Context: an optimization exercise on an open-source flow, tuned for small area and a short achievable clock period. The choices shown serve that exercise and are no tape-out recipe.
At most, simulation tests tie the RTL to the original design; equivalence was not proved.
No activity file was given, so power comes from the tool's default toggle rates.

==> flow/design.v <==
module alu(
    input add, input f_and, input f_or, input f_not, input f_xor, input pass,
    input cin,
    input [31:0] A,
    input [31:0] B,
    output [31:0] result
    );
wire [31:0] p = A ^ B;
wire [31:0] g0 = A & B;
reg [31:0] G, P;
integer l, i, j;
always @(*) begin
    G = g0;
    P = p;
    G[0] = g0[0] | (p[0] & cin);
    for (l = 0; l < 5; l = l + 1)
        for (i = 0; i < 32; i = i + 1)
            if (i[l]) begin
                j = ((i >> l) << l) - 1;
                G[i] = G[i] | (P[i] & G[j]);
                P[i] = P[i] & P[j];
            end
end
wire [31:0] c = {G[30:0], cin};
wire [31:0] sum = p ^ c;
assign result = ({32{add}} & sum)
              | ({32{f_and}} & g0)
              | ({32{f_or}} & (A | B))
              | ({32{f_not}} & ~A)
              | ({32{f_xor}} & p)
              | ({32{pass}} & B);
endmodule
module shifter #(parameter LEVELS = 5) (
    input [31:0] in,
    input [LEVELS-1:0] l,
    input [LEVELS-1:0] r,
    input [LEVELS-1:0] n,
    output [31:0] out
    );
reg [31:0] s;
integer k;
always @(*) begin
    s = in;
    for (k = 0; k < LEVELS; k = k + 1)
        s = (s & {32{n[k]}}) | ((s << (1 << k)) & {32{l[k]}}) | ((s >> (1 << k)) & {32{r[k]}});
end
assign out = s;
endmodule
module registerfile
  (input clk,
   input write,
   input [3:0] wrAddr,
   input [31:0] wrData,
   input [15:0] selm,
   output [31:0] rdDatam,
   input [15:0] seln,
   output [31:0] rdDatan);
   reg [511:0] rf;
   genvar r;
   generate
      for (r = 0; r < 16; r = r + 1) begin : g_reg
         wire we = write & (wrAddr == r);
         always @(posedge clk)
            rf[32*r +: 32] <= (rf[32*r +: 32] & {32{~we}}) | (wrData & {32{we}});
      end
   endgenerate
   reg [31:0] m, n;
   integer k;
   always @(*) begin
      m = 32'd0;
      n = 32'd0;
      for (k = 0; k < 16; k = k + 1) begin
         m = m | (rf[32*k +: 32] & {32{selm[k]}});
         n = n | (rf[32*k +: 32] & {32{seln[k]}});
      end
   end
   assign rdDatam = m;
   assign rdDatan = n;
endmodule
module processor(
    input clk,
    input rst,
    output [31:0] imem_addr,
    input [31:0] imem_rdata,
    output dmem_en,
    output dmem_we,
    output [31:0] dmem_addr,
    output [31:0] dmem_wdata,
    input [31:0] dmem_rdata,
    output wb_en,
    output [3:0] wb_addr,
    output [31:0] wb_data
    );
reg [31:0] ia;       
reg [31:0] f_ir, d_ir;
reg f_v, d_v;
reg [15:0] d_seln, d_selm;   
reg d_useimm;                
reg [4:0] d_shl, d_shr, d_shn;   
reg [31:0] e_A, e_B;
reg [2:0] e_op;
reg e_zupd, e_wen, e_men, e_we, e_sub;
reg e_l4, e_r4, e_n4;    
reg [3:0] e_rd;
reg br;      
reg z;       
reg [31:0] m_A, m_B;
reg m_add, m_and, m_or, m_not, m_xor, m_pass, m_cin;
reg m_wen, m_en, m_we;
reg [3:0] m_rd;
reg [31:0] w_data;
reg [3:0] w_rd;
reg w_en;
assign imem_addr = ia;
wire [5:0] f_opc = f_ir[29:24];
wire f_useimm = f_ir[31] | (f_opc == 6'b100100);
always @(posedge clk) begin
    f_ir <= imem_rdata;
    d_ir <= f_ir;
    f_v <= ~rst;
    d_v <= ~rst & f_v & ~br;
    d_useimm <= f_useimm;
    d_seln <= 16'd1 << f_ir[23:20];
    d_selm <= f_useimm ? 16'd0 : (16'd1 << f_ir[3:0]);
    d_shl <= f_ir[14:10] & {5{~f_useimm &  f_ir[15]}};
    d_shr <= f_ir[14:10] & {5{~f_useimm & ~f_ir[15]}};
    d_shn <= ~f_ir[14:10] | {5{f_useimm}};
end
wire       d_S   = d_ir[30];
wire [5:0] d_opc = d_ir[29:24];
wire [3:0] d_rn  = d_ir[23:20];
wire d_mem = d_opc[5] & d_opc[4];
wire d_ls  = d_ir[27];
wire d_regw = ~(d_mem & ~d_ls);
wire [3:0] d_rd = (d_opc[5] | d_opc[4]) ? d_rn : d_ir[19:16];
wire d_beq = (d_opc == 6'b100100);
wire d_flag = (d_opc == 6'b000110) | (d_opc == 6'b001001) | (d_opc == 6'b011101);
reg [2:0] d_op;
always @(*) begin
    case (d_opc)
    6'b000110: d_op = 3'd0;
    6'b001001: d_op = 3'd1;
    6'b011101: d_op = 3'd1;
    6'b001011: d_op = 3'd2;
    6'b001010: d_op = 3'd3;
    6'b001100: d_op = 3'd4;
    6'b001110: d_op = 3'd5;
    6'b011100: d_op = 3'd6;
    6'b100100: d_op = 3'd6;
    default:   d_op = 3'd7;
    endcase
end
wire [31:0] rf_n, rf_m;
registerfile RegFile(clk, w_en, w_rd, w_data, d_selm, rf_m, d_seln, rf_n);
wire [31:0] d_imm = {d_beq ? 8'd0 : {8{d_ir[15]}},
                     d_beq ? d_ir[23:16] : {8{d_ir[15]}},
                     d_ir[15:0]};
wire [31:0] d_Bs;
shifter #(4) sft(rf_m, d_shl[3:0], d_shr[3:0], d_shn[3:0], d_Bs);
wire d_go = ~rst & d_v & ~br;
always @(posedge clk) begin
    e_A <= rf_n;
    e_B <= d_Bs | (d_imm & {32{d_useimm}});
    e_op <= d_op;
    e_sub <= (d_op == 3'd1);
    e_l4 <= d_shl[4];
    e_r4 <= d_shr[4];
    e_n4 <= d_shn[4];
    e_rd <= d_rd;
    e_zupd <= d_go & d_S & d_flag;
    e_wen <= d_go & d_regw;
    e_men <= d_go & d_mem;
    e_we <= d_go & d_mem & ~d_ls;
end
wire [31:0] e_Bs = (e_B & {32{e_n4}}) | ((e_B << 16) & {32{e_l4}}) | ((e_B >> 16) & {32{e_r4}});
wire [31:0] e_y = e_Bs ^ {32{e_sub}};
wire [31:0] e_cin = {e_A[30:0] | e_y[30:0], e_sub};
wire e_zero = ((e_A ^ e_y) == e_cin);
wire e_znext = e_zupd ? e_zero : z;
wire br_next = d_go & d_beq & e_znext;
always @(posedge clk) begin
    if (rst) z <= 1'b0;
    else     z <= e_znext;
    br <= br_next;
    if (br_next)
        ia <= {8'd0, d_ir[23:0]};
    else if (rst)
        ia <= 32'd0;
    else
        ia <= ia + 32'd1;
end
always @(posedge clk) begin
    m_A <= e_A;
    m_B <= e_y;
    m_add <= (e_op == 3'd0) | (e_op == 3'd1);
    m_and <= (e_op == 3'd2);
    m_or <= (e_op == 3'd3);
    m_not <= (e_op == 3'd4);
    m_xor <= (e_op == 3'd5);
    m_pass <= (e_op == 3'd6);
    m_cin <= e_sub;
    m_rd <= e_rd;
    m_wen <= ~rst & e_wen & ~br;
    m_en <= ~rst & e_men;
    m_we <= ~rst & e_we;
end
assign dmem_en = m_en;
assign dmem_we = m_we;
assign dmem_addr = m_B;
assign dmem_wdata = m_A;
wire [31:0] m_res;
alu exec(m_add, m_and, m_or, m_not, m_xor, m_pass, m_cin, m_A, m_B, m_res);
always @(posedge clk) begin
    w_data <= m_res | (dmem_rdata & {32{m_en}});
    w_rd <= m_rd;
    w_en <= ~rst & m_wen;
end
assign wb_en = w_en;
assign wb_addr = w_rd;
assign wb_data = w_data;
endmodule
make LEC_CHECK=0 ABC_CLOCK_PERIOD_IN_PS=2800 CAP_MARGIN=20 CORE_MARGIN=2 CORE_UTILIZATION=50 CTS_CLUSTER_DIAMETER=100 CTS_CLUSTER_SIZE=24 SETUP_SLACK_MARGIN=4.0 SLEW_MARGIN=20 finish   # period 7.5 ns
run.sh (not shown) runs the stock make flow with config.mk's settings and CLKGATE_MAP_FILE= SYNTH_SCRIPT=/design/flow/synth_recipe.tcl, a recipe that flattens the netlist after the stock synthesis.
Edit:
--- a/flow/design.v
+++ b/flow/design.v
@@ -34,7 +34,6 @@
     input [31:0] in,
     input [LEVELS-1:0] l,
     input [LEVELS-1:0] r,
-    input [LEVELS-1:0] n,
     output [31:0] out
     );
 reg [31:0] s;
@@ -42,7 +41,7 @@
 always @(*) begin
     s = in;
     for (k = 0; k < LEVELS; k = k + 1)
-        s = (s & {32{n[k]}}) | ((s << (1 << k)) & {32{l[k]}}) | ((s >> (1 << k)) & {32{r[k]}});
+        s = (s & {32{~(l[k] | r[k])}}) | ((s << (1 << k)) & {32{l[k]}}) | ((s >> (1 << k)) & {32{r[k]}});
 end
 assign out = s;
 endmodule
@@ -96,17 +95,17 @@
 reg f_v, d_v;
 reg [15:0] d_seln, d_selm;   
 reg d_useimm;                
-reg [4:0] d_shl, d_shr, d_shn;   
+reg [4:0] d_shl, d_shr;   
 reg [31:0] e_A, e_B;
 reg [2:0] e_op;
 reg e_zupd, e_wen, e_men, e_we, e_sub;
-reg e_l4, e_r4, e_n4;    
+reg e_l4, e_r4;    
 reg [3:0] e_rd;
 reg br;      
 reg z;       
 reg [31:0] m_A, m_B;
 reg m_add, m_and, m_or, m_not, m_xor, m_pass, m_cin;
-reg m_wen, m_en, m_we;
+reg m_wen, m_en, m_we, m_ld;
 reg [3:0] m_rd;
 reg [31:0] w_data;
 reg [3:0] w_rd;
@@ -124,7 +123,6 @@
     d_selm <= f_useimm ? 16'd0 : (16'd1 << f_ir[3:0]);
     d_shl <= f_ir[14:10] & {5{~f_useimm &  f_ir[15]}};
     d_shr <= f_ir[14:10] & {5{~f_useimm & ~f_ir[15]}};
-    d_shn <= ~f_ir[14:10] | {5{f_useimm}};
 end
 wire       d_S   = d_ir[30];
 wire [5:0] d_opc = d_ir[29:24];
@@ -156,7 +154,7 @@
                      d_beq ? d_ir[23:16] : {8{d_ir[15]}},
                      d_ir[15:0]};
 wire [31:0] d_Bs;
-shifter #(4) sft(rf_m, d_shl[3:0], d_shr[3:0], d_shn[3:0], d_Bs);
+shifter #(4) sft(rf_m, d_shl[3:0], d_shr[3:0], d_Bs);
 wire d_go = ~rst & d_v & ~br;
 always @(posedge clk) begin
     e_A <= rf_n;
@@ -165,14 +163,13 @@
     e_sub <= (d_op == 3'd1);
     e_l4 <= d_shl[4];
     e_r4 <= d_shr[4];
-    e_n4 <= d_shn[4];
     e_rd <= d_rd;
     e_zupd <= d_go & d_S & d_flag;
     e_wen <= d_go & d_regw;
     e_men <= d_go & d_mem;
     e_we <= d_go & d_mem & ~d_ls;
 end
-wire [31:0] e_Bs = (e_B & {32{e_n4}}) | ((e_B << 16) & {32{e_l4}}) | ((e_B >> 16) & {32{e_r4}});
+wire [31:0] e_Bs = (e_B & {32{~(e_l4 | e_r4)}}) | ((e_B << 16) & {32{e_l4}}) | ((e_B >> 16) & {32{e_r4}});
 wire [31:0] e_y = e_Bs ^ {32{e_sub}};
 wire [31:0] e_cin = {e_A[30:0] | e_y[30:0], e_sub};
 wire e_zero = ((e_A ^ e_y) == e_cin);
@@ -203,6 +200,7 @@
     m_wen <= ~rst & e_wen & ~br;
     m_en <= ~rst & e_men;
     m_we <= ~rst & e_we;
+    m_ld <= e_men & ~e_we;
 end
 assign dmem_en = m_en;
 assign dmem_we = m_we;
@@ -211,7 +209,7 @@
 wire [31:0] m_res;
 alu exec(m_add, m_and, m_or, m_not, m_xor, m_pass, m_cin, m_A, m_B, m_res);
 always @(posedge clk) begin
-    w_data <= m_res | (dmem_rdata & {32{m_en}});
+    w_data <= m_res | (dmem_rdata & {32{m_ld}});
     w_rd <= m_rd;
     w_en <= ~rst & m_wen;
 end
Effect:
- first-iteration DRC count fell by 18%
- wire length fell by 5.9%
- worst hold slack gains 0.0086 ns
- power is about the same
- cell area fell by 2.2%
- final cell count fell by 2.8%
- global-route usage fell by 2.0 points
- via count fell by 4.8%
No functional check of the RTL was part of the first run of this note.

static timing again, ports no longer ideal:
The results above use ideal ports. As a check the final layouts listed here were re-extracted and re-timed, cells and wires unchanged.
Step 1, drivers: a clkbuf_16 drives clk and a buf_2 each remaining input, both assumed.
Step 2, shift: input delay + t, output delay - t, t = (earliest + latest rising clock arrival at the registers) / 2. This alone moves slack from input paths to output paths.
Slacks: no drivers / after step 1 / after step 2; pairs: no drivers / after step 1.
| run | t (ns) | slack for setup (ns) | slew at the worst register clock pin (ns) | worst slew at a driven data input, ns | cell pins on the clock port's net |
|---|---|---|---|---|---|
| the first run | 0.681 | 3.976 / 3.976 / 3.957 | 0.10 / 0.10 | 0.07 | 1 |
| the second run | 0.701 | 3.922 / 3.922 / 3.922 | 0.11 / 0.11 | 0.09 | 1 |
After both steps setup and hold are still met in every run listed. For the first run, which loses most, drivers alone change the setup slack by 0.000 ns; drivers and shift together by -0.019 ns.
